This design comes from an exercise in tuning for small area on the open sky130 flow, not from production work. The RTL was checked by simulation tests, not by an equivalence proof against the original design. No activity file was given, so power comes from the tool's default toggle rates.

## design/flow/config.mk

```make
export PLATFORM = sky130hd
export DESIGN_NAME = periph_top
export DESIGN_NICKNAME = periph_top
export VERILOG_FILES = /design/flow/design.v
export SDC_FILE = /design/flow/constraint.sdc
export NUM_CORES = 4
export LEC_CHECK = 0
export CAP_MARGIN = 20
export CORE_MARGIN = 2
export CORE_UTILIZATION = 40
export SLEW_MARGIN = 20
```

## design/flow/constraint.sdc

```tcl
create_clock -name core_clock -period 10.0 [get_ports {clk}]
set_input_delay 2.0000 -clock core_clock [delete_from_list [all_inputs] [get_ports {clk}]]
set_output_delay 2.0000 -clock core_clock [all_outputs]
set_load 0.01 [all_outputs]
```

## design/flow/design.v

```verilog
`timescale 1ns / 1ps
module address_decoder(
    input we_i, req_i,
    input [31:0] addr_i,
    output reg req_m, we_m, 
    output reg [5:0] req,  
    output reg we_d, 
    output reg [2:0] RDsel_o       
    );
  always @(*) begin
  {req_m, we_m, req, we_d, RDsel_o} = 'b0;
  if (req_i)
    case(addr_i[31:12])
      20'h80000: begin  
        req = 6'h01;
        RDsel_o = 3'd1;
        we_d = we_i;
      end
      20'h80001: begin  
        req = 6'h02;
        RDsel_o = 3'd2;
        we_d = we_i;
      end
      20'h80002: begin  
        req = 6'h04;
        RDsel_o = 3'd3;
        we_d = we_i;
      end
      20'h80003: begin  
        req = 6'h08;
        RDsel_o = 3'd4;
        we_d = we_i;
      end
      20'h80004: begin  
        req = 6'h10;
        RDsel_o = 3'd5;
        we_d = we_i;
      end
      20'h80005: begin  
        req = 6'h20;
        RDsel_o = 3'd6;
        we_d = we_i;
      end
      default: begin
        req_m = 'b1;
        we_m = we_i;
        RDsel_o = 3'b0;
      end
    endcase
  end
endmodule
`timescale 1ns / 1ps
module regs_leds(
    input req_i, we_i, CLK100, resetn,
    input [31:0] wdata, addr_i,
    output reg [31:0] out,
    output [15:0] LED
  );
  reg        clk_strb;
  reg [31:0] strb_buf;
  reg [15:0] data_strb;
  reg [15:0] LED_reg;
  assign LED = clk_strb? LED_reg | data_strb: LED_reg & ~data_strb;
  always @(posedge CLK100) begin
    if(!resetn) begin
      strb_buf  <= 'b0;
      clk_strb  <= 'b0;
      data_strb <= 'b0;
      LED_reg   <= 'b0;
      out       <= 'b0;
    end else begin
      if (strb_buf == 10**6) begin 
        clk_strb <= ~clk_strb;
        strb_buf <= 'b0;
      end else 
        strb_buf <= strb_buf + 1'b1;
      if(req_i) begin
        if(addr_i[11:0] == 12'h800) begin
          if(we_i) LED_reg <= wdata[31:16]? LED_reg: wdata[15:0];
          out <= 'b0 | LED_reg;
        end
        if(addr_i[11:0] == 12'hf00) begin
          if(we_i) data_strb <= wdata[31:16]? data_strb: wdata[15:0];
          out <= 'b0 | data_strb;
        end
      end
    end
  end
endmodule
`timescale 1ns / 1ps
module regs_semseg(
    input req_i, we_i, CLK100, resetn,
    input [31:0] wdata_i, addr_i,
    output reg [31:0] out,  
    output CA, CB, CC, CD, CE, CF, CG, 
    output [7:0] AN
  );
  reg [9:0] counter;
  reg [7:0] semseg;
  reg [7:0] ANreg;
  reg CAr, CBr, CCr, CDr, CEr, CFr, CGr;
  reg [31:0] wdata_seg;
  reg [7:0]  select_seg;
  reg        clk_strb;
  reg [31:0] strb_buf;
  reg [7:0]  strb_sel;
  assign AN = ANreg | ~(select_seg | (strb_sel & {8{clk_strb}}));
  assign {CA, CB, CC, CD, CE, CF, CG} = {CAr, CBr, CCr, CDr, CEr, CFr, CGr};
  always @(posedge CLK100) begin
    if (!resetn) begin
      counter <= 'b0;
      ANreg[7:0] <= 8'b11111111;
      {CAr, CBr, CCr, CDr, CEr, CFr, CGr} <= 7'b1111111;
      select_seg <= 'b0;
      clk_strb <= 'b0;
      strb_buf <= 'b0;
      strb_sel <= 'b0;
      out      <= 'b0;
      wdata_seg <= 'b0;
      semseg   <= 'b0;
    end
    else begin
      if(req_i)
        case (addr_i[11:0])
          12'h000: begin
            if(we_i) wdata_seg[3:0] <= wdata_i[31:4]? wdata_seg[3:0]: wdata_i[3:0];
            out <= wdata_seg;
          end
          12'h004: begin
            if(we_i) wdata_seg[7:4] <= wdata_i[31:4]? wdata_seg[7:4]: wdata_i[3:0];
            out <= wdata_seg;
          end
          12'h008: begin
            if(we_i) wdata_seg[11:8] <= wdata_i[31:4]? wdata_seg[11:8]: wdata_i[3:0];
            out <= wdata_seg;
          end
          12'h00C: begin
            if(we_i) wdata_seg[15:12] <= wdata_i[31:4]? wdata_seg[15:12]: wdata_i[3:0];
            out <= wdata_seg;
          end
          12'h010: begin
            if(we_i) wdata_seg[19:16] <= wdata_i[31:4]? wdata_seg[19:16]: wdata_i[3:0];
            out <= wdata_seg;
          end
          12'h014: begin
            if(we_i) wdata_seg[23:20] <= wdata_i[31:4]? wdata_seg[23:20]: wdata_i[3:0];
            out <= wdata_seg;
          end
          12'h018: begin
            if(we_i) wdata_seg[27:24] <= wdata_i[31:4]? wdata_seg[27:24]: wdata_i[3:0];
            out <= wdata_seg;
          end
          12'h01C: begin
            if(we_i) wdata_seg[31:28] <= wdata_i[31:4]? wdata_seg[31:28]: wdata_i[3:0];
            out <= wdata_seg;
          end
          12'h020: begin
            if(we_i) select_seg <= wdata_i[31:8]? select_seg: wdata_i[7:0];
            out <= 'b0 | select_seg;
          end
          12'h024: begin
            if(we_i) 
              if (&wdata_i[7:0])  
                strb_sel <= 'b0;  
              else if (&(~wdata_i[7:4]))  
                  strb_sel <= 8'b1 << wdata_i[3:0];
            out <= 'b0 | strb_sel;
          end
          12'h028: begin
            if(we_i) begin
              wdata_seg <= 'b0;
              select_seg <= 8'hFF;
              strb_sel <= 'b0;
            end
            out <= 'b0;
          end
          default: out <= 'b0;
        endcase
      if (strb_buf == 10**6) begin 
        clk_strb <= ~clk_strb;
        strb_buf <= 'b0;
      end else 
        strb_buf <= strb_buf + 1'b1;
      if (counter < 1000) counter <= counter + 'b1;
      else begin
        counter <= 'b0;
        ANreg[1] <= ANreg[0];
        ANreg[2] <= ANreg[1];
        ANreg[3] <= ANreg[2];
        ANreg[4] <= ANreg[3];
        ANreg[5] <= ANreg[4];
        ANreg[6] <= ANreg[5];
        ANreg[7] <= ANreg[6];
        ANreg[0] <= !(ANreg[6:0] == 7'b1111111);
      end
      case (1'b0)
        ANreg[0]: semseg <= wdata_seg[3 : 0];
        ANreg[1]: semseg <= wdata_seg[7 : 4];
        ANreg[2]: semseg <= wdata_seg[11: 8];
        ANreg[3]: semseg <= wdata_seg[15:12];
        ANreg[4]: semseg <= wdata_seg[19:16];
        ANreg[5]: semseg <= wdata_seg[23:20];
        ANreg[6]: semseg <= wdata_seg[27:24];
        ANreg[7]: semseg <= wdata_seg[31:28];
      endcase
      case (semseg)
          4'h0: {CAr, CBr, CCr, CDr, CEr, CFr, CGr} <= 7'b0000001;
          4'h1: {CAr, CBr, CCr, CDr, CEr, CFr, CGr} <= 7'b1001111;
          4'h2: {CAr, CBr, CCr, CDr, CEr, CFr, CGr} <= 7'b0010010;
          4'h3: {CAr, CBr, CCr, CDr, CEr, CFr, CGr} <= 7'b0000110;
          4'h4: {CAr, CBr, CCr, CDr, CEr, CFr, CGr} <= 7'b1001100;
          4'h5: {CAr, CBr, CCr, CDr, CEr, CFr, CGr} <= 7'b0100100;
          4'h6: {CAr, CBr, CCr, CDr, CEr, CFr, CGr} <= 7'b0100000;
          4'h7: {CAr, CBr, CCr, CDr, CEr, CFr, CGr} <= 7'b0001111;
          4'h8: {CAr, CBr, CCr, CDr, CEr, CFr, CGr} <= 7'b0000000;
          4'h9: {CAr, CBr, CCr, CDr, CEr, CFr, CGr} <= 7'b0000100;
          4'hA: {CAr, CBr, CCr, CDr, CEr, CFr, CGr} <= 7'b0001000;
          4'hB: {CAr, CBr, CCr, CDr, CEr, CFr, CGr} <= 7'b1100000;
          4'hC: {CAr, CBr, CCr, CDr, CEr, CFr, CGr} <= 7'b0110001;
          4'hD: {CAr, CBr, CCr, CDr, CEr, CFr, CGr} <= 7'b1000010;
          4'hE: {CAr, CBr, CCr, CDr, CEr, CFr, CGr} <= 7'b0110000;
          4'hF: {CAr, CBr, CCr, CDr, CEr, CFr, CGr} <= 7'b0111000;
          default: {CAr,CBr,CCr,CDr, CEr, CFr, CGr} <= 7'b1111111;
      endcase
    end
  end
endmodule
`timescale 1ns / 1ps
module regs_sw(
    input req_i, CLK100, resetn,
    input [31:0] addr_i,
    input [15:0] SW,
    input BTNU, BTNL, BTNC, BTNR, BTND,
    output reg [31:0] out
    );
  always @(posedge CLK100) begin
    if(!resetn) 
      out <= 'b0;
    else begin
      if(req_i) begin
        if(addr_i[11:0] == 12'h000)
          out <= 'b0 | SW;
        if(addr_i[11:0] == 12'h004)
          out <= 'b0 | {BTNU, BTNL, BTNC, BTNR, BTND};
      end
    end
  end
endmodule
`timescale 1ns / 1ps
module periph_top(
    input         clk,
    input         resetn,
    input         req_i,
    input         we_i,
    input  [31:0] addr_i,
    input  [31:0] wdata_i,
    input  [15:0] SW,
    input         BTNU, BTNL, BTNC, BTNR, BTND,
    output        req_m,
    output        we_m,
    output [5:0]  req,
    output        we_d,
    output [2:0]  RDsel_o,
    output [31:0] led_rdata,
    output [31:0] seg_rdata,
    output [31:0] sw_rdata,
    output [15:0] LED,
    output        CA, CB, CC, CD, CE, CF, CG,
    output [7:0]  AN
  );
  address_decoder u_dec (
    .we_i(we_i), .req_i(req_i), .addr_i(addr_i),
    .req_m(req_m), .we_m(we_m), .req(req), .we_d(we_d), .RDsel_o(RDsel_o)
  );
  regs_leds u_leds (
    .req_i(req[0]), .we_i(we_d), .CLK100(clk), .resetn(resetn),
    .wdata(wdata_i), .addr_i(addr_i), .out(led_rdata), .LED(LED)
  );
  regs_semseg u_seg (
    .req_i(req[1]), .we_i(we_d), .CLK100(clk), .resetn(resetn),
    .wdata_i(wdata_i), .addr_i(addr_i), .out(seg_rdata),
    .CA(CA), .CB(CB), .CC(CC), .CD(CD), .CE(CE), .CF(CF), .CG(CG), .AN(AN)
  );
  regs_sw u_sw (
    .req_i(req[2]), .CLK100(clk), .resetn(resetn), .addr_i(addr_i),
    .SW(SW), .BTNU(BTNU), .BTNL(BTNL), .BTNC(BTNC), .BTNR(BTNR), .BTND(BTND),
    .out(sw_rdata)
  );
endmodule
```

## design/flow/run.sh

```bash
#!/bin/bash
# synth_recipe.tcl (not shown) runs the flow's synth.tcl, then flattens the netlist and writes it again
# the make line also repeats each setting of config.mk as NAME=value (left out here)
make -C /OpenROAD-flow-scripts/flow DESIGN_CONFIG=/design/flow/config.mk WORK_HOME=/design/flow/orfs CLKGATE_MAP_FILE= SYNTH_SCRIPT=/design/flow/synth_recipe.tcl finish
```

==> flow_summary.toml <==
[place]
port_buffers = 195
place_hpwl_microns = 23800
placed_cell_area_sq_um = 13500
dp_cells = 1832
gp_congestion = 0.881
place_ws_ns = 3.33

[sta]
tightest_slew_ns = 1.15
finalSetupTns_ns = 0
layout_setup_ws_ns = 3.33
relSlewSlack = 0.228
rsz0062_at_grt = "false"
period_needed_ns = 6.67
hold_slack_ns = 0.448
hold_viol_final = 0
setup_viol = 0
finalMaxSlewViolations = 0
fin_skew_ns = 0.0187
fmax_mhz = 150
min_period_over_period = 0.667

[routing]
detail-route-antenna-nets = 0
dr_total_vias = 10200
post_drt_wl_per_cell_microns = 17.3
drt_pass1_iterations = 5
viasPerCell = 5.41
wirelength_microns = 32600
drc_errors = 0
drtIter0Drc = 633

[global_route]
grtUsageTotal = 0.212
grt_max_degree = 61
grt_pass1_vias = 9696
grt_pass1_wl_microns = 52400
antenna_found_initial = 0
overflow = 0

[worst_setup_path]
crit_slowest_cell = "clkdlybuf4s50_1"
path_cells = "clkdlybuf4s50_1 > nor4_1 > nand3_1 > nor2_1 > nand2_1 > nor4_1 > clkdlybuf4s50_1"
endpoint_kind = "output pin"
critPathMaxFanout = 7
slowest_delay_ns = 0.59
crit_arrival_ns = 4.67
worst_ep_required_time_ns = 8.00
setup.worst_path.class = "in2out"
start_kind = "input port"

[final_layout]
drive_gt1_frac = 0.0726
final_common_cell = "dfxtp_1"
finalInstanceArea_sq_um = 14400
layout.nets = 1583
fin_util = 0.514
syn_to_final_growth_pct = 26.1
antenna_cells = 0
fin_cells = 1879
final_cell_mix = "dfxtp_1 (239), clkdlybuf4s50_1 (194), nand2_1 (160)"

[floorplanning]
core-area_sq_um = 27900
dieWidth_microns = 173
die_h_microns = 173
num_rows = 61
ioPinCount = 228
initial_core_util = 0.408
dieArea_sq_um = 29800

[clocking]
cts_tree = "built"
ctsResizeCount = 0
htreeDepth = 1
clockBufferDepth = 3
postCtsSetupBuffers = 0
insertion_delay_ns = 0.53
clock-sinks = 239
numCtsBuffers = 26
clk_pin_slew_ns = 0.06
root_buffer = "clkbuf_16"
hold_buffers = 0

[pwr]
irDropWorstVdd_mv = 0.0973
power.leakage_nw = 5.16
power_density_nw_per_um2 = 141
finalPower_mw = 2.03

[synth]
postSynthAreaPerCell_sq_um = 8.61
yosys.area_share.simple = 0.267
synth-seq-cells = 239
synth-seq-area-share = 0.420
synth_cell_types = 58
synth_xor_area_frac = 0.0461
synth_ff_type = "dfxtp_1"
yosys_warnings = 4
synth-compound-area-share = 0.122
synth_top_family_by_area = "simple AND/OR/NAND/NOR gates"
synth-adder-area-share = 0.0121
syn_area_sq_um = 11400
async_reset_ff_frac = 0
synthMuxAreaShare = 0.0766
synth_edf_count = 0
syn_inst = 1323

[worst_hold_path]
worst_hold_path_type = "reg2reg"

[run]
max_cap_viol_count = 0

[run_status]
status = "finished clean"
Yosys cell counts, types with 14 or more instances:
cell | count | share of area
a211oi_1 | 22 | 0.015
a21oi_1 | 70 | 0.031
and3_1 | 14 | 0.0077
buf_2 | 14 | 0.0062
buf_4 | 35 | 0.023
clkbuf_1 | 55 | 0.018
dfxtp_1 | 239 | 0.42
inv_1 | 22 | 0.0073
mux2_2 | 17 | 0.017
mux2i_1 | 68 | 0.060
nand2_1 | 160 | 0.053
nand3_1 | 118 | 0.052
nand4_1 | 35 | 0.019
nor2_1 | 113 | 0.037
nor3_1 | 22 | 0.0097
nor4_1 | 34 | 0.019
o211ai_1 | 17 | 0.011
o21ai_0 | 32 | 0.014
o2bb2ai_1 | 19 | 0.015
or4_1 | 14 | 0.0092
xnor2_1 | 34 | 0.026
xor2_1 | 26 | 0.020
routing by layer:
metal / up-vias / part of all wire / GRT usage
met1: 4833 / 0.45 / 0.271
met2: 241 / 0.48 / 0.371
met3: 69 / 0.044 / 0.0321
met4: 0 / 0.028 / 0.0593
li1: 5027 / - / -
met5: - / 0 / 0
cells by family after synthesis:
family          Yosys count
xor+xnor                 60
other cells               1
flops                   239
simple gates            591
mux                      85
fa+ha+maj                11
compound gates          208
buf+inv                 128
final timing paths:
kind | start | slack, ns | to | cells after the start
setup / recovery | addr_i[23] | 3.33 | req[3] | 7
hold / removal | u_sw.out[13] | 0.45 | u_sw.out[13] | 2
setup reg to reg | u_leds.strb_buf[11] | 7.77 | u_leds.strb_buf[8] | 5
hold reg to reg | u_sw.out[13] | 0.45 | u_sw.out[13] | 2
worst max-delay path, delay by kind of cell:
kind	cells	cell delay, ns
AND/OR/NAND/NOR	5	1.68
buffers and inverters	2	1.00
cell type report:
type,instances,area [sq um]
Fill cell,2695,13600
Clock buffer,36,748
Multi-Input combinational cell,987,6120
Tap cell,378,473
Sequential cell,239,4780
Inverter,22,82.6
Clock inverter,10,114
Timing Repair Buffer,207,2040
where the power goes:
group	leakage, nW	internal [mW]	switching [mW]	total [mW]
sequential	1.93	0.956	0.00420	0.961
clock	0.427	0.573	0.390	0.963
combinational	2.80	0.0449	0.0585	0.103
total	5.16	1.57	0.453	2.03

[static timing again, ports no longer ideal]
No port has a modelled driver above. Below, the same layout with a new extraction and two added sets of constraints. Step 1 sets driving cells, clkbuf_16 on the clock port and buf_2 on the other inputs (assumed; they add their load-dependent delay and slew). Step 2 also shifts input and output timing later by t, the mid clock arrival at the registers, as if the neighbouring blocks saw the same clock. a / b / c = ideal ports / drivers / drivers and shift; a / b = the first two.
t, ns: 0.574
setup WS [ns]: 3.328 / 3.299 / 3.299
hold slack, ns: 0.448 / 0.448 / 0.448
slew at the worst register clock pin (ns): 0.06 / 0.06
After both steps this run still meets setup and hold. For this run, drivers alone change the setup slack by -0.029 ns; drivers and shift together by -0.029 ns.
